Context: an optimization exercise on an open-source flow, tuned for small area, a short achievable clock period and few clock cycles per item. The choices shown serve that exercise and are no tape-out recipe. At most, simulation tests tie the RTL to the original design; equivalence was not proved. Power is estimated from default activity; no workload was simulated.

==> module booth_multiplier, before the edit <==
module booth_multiplier(clk, reset_n, multiplier, multiplicand, op_start, op_clear, op_done, result);
	input clk, reset_n;
	input [63:0] multiplier;
	input [63:0] multiplicand;
	input op_start, op_clear;
	output op_done;
	output [127:0] result;
	localparam IDLE = 2'd0, BUSY = 2'd1, DONE = 2'd2;
	reg [1:0] state;
	reg [3:0] cnt;
	reg op_done;
	reg [63:0] lo;              
	reg [64:0] acc_s, acc_c;    
	reg [7:0]  pend_s, pend_c;  
	reg        cin;             
	reg        first;           
	reg [63:0] hi;              
	reg [3:0]  sel1, sel2, neg;  
	wire [8:0] win_ld = {multiplier[7:0], 1'b0};
	wire [8:0] win_nx = lo[15:7];
	wire [8:0] win = (state == IDLE) ? win_ld : win_nx;
	wire [3:0] e1, e2, en;
	genvar t;
	generate
		for (t = 0; t < 4; t = t + 1) begin : g_enc
			wire b0 = win[2*t];
			wire b1 = win[2*t+1];
			wire b2 = win[2*t+2];
			assign e1[t] = b1 ^ b0;
			assign e2[t] = (b2 & ~b1 & ~b0) | (~b2 & b1 & b0);
			assign en[t] = b2 & ~(b1 & b0);
		end
	endgenerate
	wire [63:0] nvec;
	generate
		for (t = 0; t < 32; t = t + 1) begin : g_neg
			wire xm1 = (t == 0) ? 1'b0 : multiplier[2*t-1];
			assign nvec[2*t] = multiplier[2*t+1] & ~(multiplier[2*t] & xm1);
			assign nvec[2*t+1] = 1'b0;
		end
	endgenerate
	wire [64:0] pat [0:3];
	generate
		for (t = 0; t < 4; t = t + 1) begin : g_row
			wire [64:0] mag = ({65{sel1[t]}} & {multiplicand[63], multiplicand}) | ({65{sel2[t]}} & {multiplicand, 1'b0});
			assign pat[t] = mag ^ {65{neg[t]}};
		end
	endgenerate
	wire [64:0] as_in = first ? {1'b1, 64'b0} : acc_s;
	wire [64:0] ac_in = first ? {1'b0, nvec} : acc_c;
	wire [72:0] l3_s, l3_c;
	csa_tree u_tree(.as(as_in), .ac(ac_in), .p0(pat[0]), .p1(pat[1]), .p2(pat[2]), .p3(pat[3]), .s(l3_s), .c(l3_c));
	wire [72:0] sum = {acc_s[64:0], pend_s} + {acc_c[64:0], pend_c[7:1], cin};
	wire c8 = sum[8] ^ acc_s[0] ^ acc_c[0];
	wire idle = (state == IDLE);
	wire step = (state == BUSY) & ~cnt[3];
	wire fin = (state == BUSY) & cnt[3];
	always @(posedge clk or negedge reset_n) begin
		if (!reset_n) begin
			state <= IDLE;
			cnt <= 4'd0;
			op_done <= 1'b0;
		end else if (op_clear) begin
			state <= IDLE;
			op_done <= 1'b0;
		end else begin
			case (state)
				IDLE: if (op_start) begin state <= BUSY; cnt <= 4'd0; end
				BUSY: begin
					cnt <= cnt + 4'd1;
					if (cnt[3]) begin state <= DONE; op_done <= 1'b1; end
				end
				default: ;
			endcase
		end
	end
	always @(posedge clk) begin
		sel1 <= e1;
		sel2 <= e2;
		neg <= en;
		first <= idle;
		acc_s <= l3_s[72:8];
		acc_c <= l3_c[72:8];
		pend_s <= l3_s[7:0];
		pend_c <= l3_c[7:0];
		cin <= c8 & ~first;
		if (fin)
			hi <= sum[71:8];
		if (idle)
			lo <= multiplier;
		else if (step | fin)
			lo <= {sum[7:0], lo[63:8]};
	end
	assign result = {hi, lo};
endmodule
==> flow/config.mk <==
export PLATFORM = sky130hd
export DESIGN_NAME = booth_multiplier
export DESIGN_NICKNAME = booth_multiplier
export VERILOG_FILES = /design/flow/design.v
export SDC_FILE = /design/flow/constraint.sdc
export NUM_CORES = 4
export LEC_CHECK = 0
export CAP_MARGIN = 20
export CORE_MARGIN = 2
export CORE_UTILIZATION = 40
export CTS_CLUSTER_DIAMETER = 70
export CTS_CLUSTER_SIZE = 24
export SETUP_SLACK_MARGIN = 3.2
export SLEW_MARGIN = 20
export SYNTH_HIERARCHICAL = 1
export TNS_END_PERCENT = 5
==> flow/constraint.sdc <==
create_clock -name core_clock -period 6.0 [get_ports {clk}]
set_input_delay 1.2000 -clock core_clock [delete_from_list [all_inputs] [get_ports {clk}]]
set_output_delay 1.2000 -clock core_clock [all_outputs]
set_load 0.01 [all_outputs]
standard.sh (not shown) runs the stock make flow with config.mk's settings and CLKGATE_MAP_FILE= SYNTH_SCRIPT=/design/flow/synth_recipe.tcl, a recipe that flattens the netlist after the stock synthesis.
==> flow/flow/run.sh <==
#!/bin/bash
# Standard ORFS layout, with the port buffers made of the smallest buffer cell.
set -euo pipefail
cd "$(dirname "$0")/.."
bash standard.sh 'BUFFER_PORTS_ARGS=-buffer_cell sky130_fd_sc_hd__buf_1' finish > standard_flow.log 2>&1
The first run completed with no timing, DRC or antenna violations.
Rerun with:
--- a/flow/design.v
+++ b/flow/design.v
@@ -660,6 +660,4 @@
 	reg [7:0]  pend_s, pend_c;  
 	reg        cin;             
-	reg        first;           
-	reg [63:0] hi;              
 	reg [3:0]  sel1, sel2, neg;  
 	wire [8:0] win_ld = {multiplier[7:0], 1'b0};
@@ -693,9 +691,7 @@
 		end
 	endgenerate
-	wire [64:0] as_in = first ? {1'b1, 64'b0} : acc_s;
-	wire [64:0] ac_in = first ? {1'b0, nvec} : acc_c;
 	wire [72:0] l3_s, l3_c;
-	csa_tree u_tree(.as(as_in), .ac(ac_in), .p0(pat[0]), .p1(pat[1]), .p2(pat[2]), .p3(pat[3]), .s(l3_s), .c(l3_c));
-	wire [72:0] sum = {acc_s[64:0], pend_s} + {acc_c[64:0], pend_c[7:1], cin};
+	csa_tree u_tree(.as(acc_s), .ac(acc_c), .p0(pat[0]), .p1(pat[1]), .p2(pat[2]), .p3(pat[3]), .s(l3_s), .c(l3_c));
+	wire [72:0] sum = {acc_s[64:0], pend_s} + {acc_c[64:0], pend_c} + {72'b0, cin};
 	wire c8 = sum[8] ^ acc_s[0] ^ acc_c[0];
 	wire idle = (state == IDLE);
@@ -725,18 +721,27 @@
 		sel2 <= e2;
 		neg <= en;
-		first <= idle;
-		acc_s <= l3_s[72:8];
-		acc_c <= l3_c[72:8];
-		pend_s <= l3_s[7:0];
-		pend_c <= l3_c[7:0];
-		cin <= c8 & ~first;
-		if (fin)
-			hi <= sum[71:8];
-		if (idle)
+		if (idle) begin
+			acc_c <= {1'b0, nvec};
+			pend_s <= 8'b0;
+			pend_c <= 8'b0;
+			cin <= 1'b0;
+		end else begin
+			acc_c <= l3_c[72:8];
+			pend_s <= l3_s[7:0];
+			pend_c <= l3_c[7:0];
+			cin <= c8;
+		end
+		if (idle) begin
 			lo <= multiplier;
-		else if (step | fin)
+			acc_s <= {1'b1, 64'b0};
+		end else if (step) begin
 			lo <= {sum[7:0], lo[63:8]};
+			acc_s <= l3_s[72:8];
+		end else if (fin) begin
+			lo <= {sum[7:0], lo[63:8]};
+			acc_s[63:0] <= sum[71:8];
+		end
 	end
-	assign result = {hi, lo};
+	assign result = {acc_s[63:0], lo};
 endmodule
 module csa_tree(as, ac, p0, p1, p2, p3, s, c);
Clock skew is about the same.
Worst hold slack is better by 0.049 ns.
Cell count came out higher by 4.2%.
Via count rose by 5.5%.
Count of clock-buffer cells in the layout drops by 2.
Testbench counts after the change, summed over its fixed seeds: cycles 5,632, items 512.
Only the layout flow was run in the first run of this note; the RTL was not checked for function there.

* * *

Another version of the RTL of booth_multiplier (not shown whole).
For scale: roughly 290 flip-flops, about 0.025 mm² of cells after synthesis.
==> module booth_multiplier, before the edit <==
module booth_multiplier(clk, reset_n, multiplier, multiplicand, op_start, op_clear, op_done, result);
	input clk, reset_n;
	input [63:0] multiplier;
	input [63:0] multiplicand;
	input op_start, op_clear;
	output op_done;
	output [127:0] result;
	localparam IDLE = 2'd0, BUSY = 2'd1, DONE = 2'd2;
	reg [1:0] state;
	reg [3:0] cnt;
	reg op_done;
	reg [63:0] m;               
	reg [63:0] lo;              
	reg [64:0] acc_s, acc_c;    
	reg [7:0]  pend_s, pend_c;  
	reg        cin;             
	reg [3:0]  sel1, sel2, neg;  
	wire [8:0] win_ld = {multiplier[7:0], 1'b0};
	wire [8:0] win_nx = lo[15:7];
	wire [8:0] win = (state == IDLE) ? win_ld : win_nx;
	wire [3:0] e1, e2, en;
	genvar t;
	generate
		for (t = 0; t < 4; t = t + 1) begin : g_enc
			wire b0 = win[2*t];
			wire b1 = win[2*t+1];
			wire b2 = win[2*t+2];
			assign e1[t] = b1 ^ b0;
			assign e2[t] = (b2 & ~b1 & ~b0) | (~b2 & b1 & b0);
			assign en[t] = b2 & ~(b1 & b0);
		end
	endgenerate
	wire [63:0] nvec;
	generate
		for (t = 0; t < 32; t = t + 1) begin : g_neg
			wire xm1 = (t == 0) ? 1'b0 : multiplier[2*t-1];
			assign nvec[2*t] = multiplier[2*t+1] & ~(multiplier[2*t] & xm1);
			assign nvec[2*t+1] = 1'b0;
		end
	endgenerate
	wire [64:0] pat [0:3];
	generate
		for (t = 0; t < 4; t = t + 1) begin : g_row
			wire [64:0] mag = ({65{sel1[t]}} & {m[63], m}) | ({65{sel2[t]}} & {m, 1'b0});
			assign pat[t] = mag ^ {65{neg[t]}};
		end
	endgenerate
	wire [72:0] l3_s, l3_c;
	csa_tree u_tree(.as(acc_s), .ac(acc_c), .p0(pat[0]), .p1(pat[1]), .p2(pat[2]), .p3(pat[3]), .s(l3_s), .c(l3_c));
	wire [72:0] sum = {acc_s[64:0], pend_s} + {acc_c[64:0], pend_c} + {72'b0, cin};
	wire c8 = sum[8] ^ acc_s[0] ^ acc_c[0];
	wire idle = (state == IDLE);
	wire step = (state == BUSY) & ~cnt[3];
	wire fin = (state == BUSY) & cnt[3];
	always @(posedge clk or negedge reset_n) begin
		if (!reset_n) begin
			state <= IDLE;
			cnt <= 4'd0;
			op_done <= 1'b0;
		end else if (op_clear) begin
			state <= IDLE;
			op_done <= 1'b0;
		end else begin
			case (state)
				IDLE: if (op_start) begin state <= BUSY; cnt <= 4'd0; end
				BUSY: begin
					cnt <= cnt + 4'd1;
					if (cnt[3]) begin state <= DONE; op_done <= 1'b1; end
				end
				default: ;
			endcase
		end
	end
	always @(posedge clk) begin
		m <= multiplicand;
		sel1 <= e1;
		sel2 <= e2;
		neg <= en;
		if (idle) begin
			acc_c <= {1'b0, nvec};
			pend_s <= 8'b0;
			pend_c <= 8'b0;
			cin <= 1'b0;
		end else begin
			acc_c <= l3_c[72:8];
			pend_s <= l3_s[7:0];
			pend_c <= l3_c[7:0];
			cin <= c8;
		end
		if (idle) begin
			lo <= multiplier;
			acc_s <= {1'b1, 64'b0};
		end else if (step) begin
			lo <= {sum[7:0], lo[63:8]};
			acc_s <= l3_s[72:8];
		end else if (fin) begin
			lo <= {sum[7:0], lo[63:8]};
			acc_s[63:0] <= sum[71:8];
		end
	end
	assign result = {acc_s[63:0], lo};
endmodule
==> flow/config.mk <==
export PLATFORM = sky130hd
export DESIGN_NAME = booth_multiplier
export DESIGN_NICKNAME = booth_multiplier
export VERILOG_FILES = /design/flow/design.v
export SDC_FILE = /design/flow/constraint.sdc
export NUM_CORES = 4
export LEC_CHECK = 0
export CAP_MARGIN = 20
export CORE_MARGIN = 2
export CORE_UTILIZATION = 40
export SETUP_SLACK_MARGIN = 3.2
export SLEW_MARGIN = 20
export SYNTH_HIERARCHICAL = 1
export TNS_END_PERCENT = 5
==> flow/constraint.sdc <==
create_clock -name core_clock -period 6.0 [get_ports {clk}]
set_input_delay 1.2000 -clock core_clock [delete_from_list [all_inputs] [get_ports {clk}]]
set_output_delay 1.2000 -clock core_clock [all_outputs]
set_load 0.01 [all_outputs]
Scripts as last shown in full above: flow/flow/run.sh
==> next run, changes <==
--- a/flow/design.v
+++ b/flow/design.v
@@ -652,13 +652,12 @@
 	output op_done;
 	output [127:0] result;
 	localparam IDLE = 2'd0, BUSY = 2'd1, DONE = 2'd2;
 	reg [1:0] state;
 	reg [3:0] cnt;
 	reg op_done;
-	reg [63:0] m;               
 	reg [63:0] lo;              
 	reg [64:0] acc_s, acc_c;    
 	reg [7:0]  pend_s, pend_c;  
 	reg        cin;             
 	reg [3:0]  sel1, sel2, neg;  
 	wire [8:0] win_ld = {multiplier[7:0], 1'b0};
@@ -684,13 +683,13 @@
 			assign nvec[2*t+1] = 1'b0;
 		end
 	endgenerate
 	wire [64:0] pat [0:3];
 	generate
 		for (t = 0; t < 4; t = t + 1) begin : g_row
-			wire [64:0] mag = ({65{sel1[t]}} & {m[63], m}) | ({65{sel2[t]}} & {m, 1'b0});
+			wire [64:0] mag = ({65{sel1[t]}} & {multiplicand[63], multiplicand}) | ({65{sel2[t]}} & {multiplicand, 1'b0});
 			assign pat[t] = mag ^ {65{neg[t]}};
 		end
 	endgenerate
 	wire [72:0] l3_s, l3_c;
 	csa_tree u_tree(.as(acc_s), .ac(acc_c), .p0(pat[0]), .p1(pat[1]), .p2(pat[2]), .p3(pat[3]), .s(l3_s), .c(l3_c));
 	wire [72:0] sum = {acc_s[64:0], pend_s} + {acc_c[64:0], pend_c} + {72'b0, cin};
@@ -715,13 +714,12 @@
 				end
 				default: ;
 			endcase
 		end
 	end
 	always @(posedge clk) begin
-		m <= multiplicand;
 		sel1 <= e1;
 		sel2 <= e2;
 		neg <= en;
 		if (idle) begin
 			acc_c <= {1'b0, nvec};
 			pend_s <= 8'b0;
Effect: The changed run ran to the end with no violations; wire length decreases by about 7.5%; worst setup slack degrades by 56 ps; die area decreases by 4.6%; total power decreases by 24%; register-to-register slack degrades by 40 ps; non-clock buffer count decreases by 40; fmax decreases by 1.8%; sequential cell count decreases by 64; critical path depth decreases by 1; global-route usage decreases by 0.49 points.
Testbench counts after the change, summed over its fixed seeds: cycles 5,632, items 512.
No functional check of the RTL was part of the first run of this note.

what the ideal ports hide:
The flow's constraints put no driver on any port. The routed layouts listed below were extracted and timed again, unchanged, in two steps.
Step 1: set_driving_cell puts a clkbuf_16 on clk and a buf_2 on each other input, an assumption about the parent block.
Step 2 moves the port delays by t, midway between the first and last clock arrival at a register: inputs arrive t later, outputs are due t later. That takes back most of the time a late clock gives input paths.
a / b / c = ideal ports / drivers / drivers and shift; a / b = the first two.
run | t, ns | setup WS [ns] | worst hold slack (ns) | pins driven straight from the clock port
the first run of note 1 | 0.667 | 2.845 / 2.845 / 2.334 | 0.463 / 0.428 / 0.508 | 1
the second run of note 1 | 0.628 | 2.811 / 2.821 / 2.202 | 0.511 / 0.511 / 0.511 | 1
the first run of note 2 | 0.622 | 2.876 / 2.876 / 2.876 | 0.499 / 0.486 / 0.499 | 1
the second run of note 2 | 0.635 | 2.820 / 2.840 / 2.205 | 0.511 / 0.511 / 0.511 | 1
After both steps setup and hold are still met in every run listed. The setup slack of the second run of note 2, which loses most, moves by +0.020 ns with the drivers and by -0.615 ns with both steps.
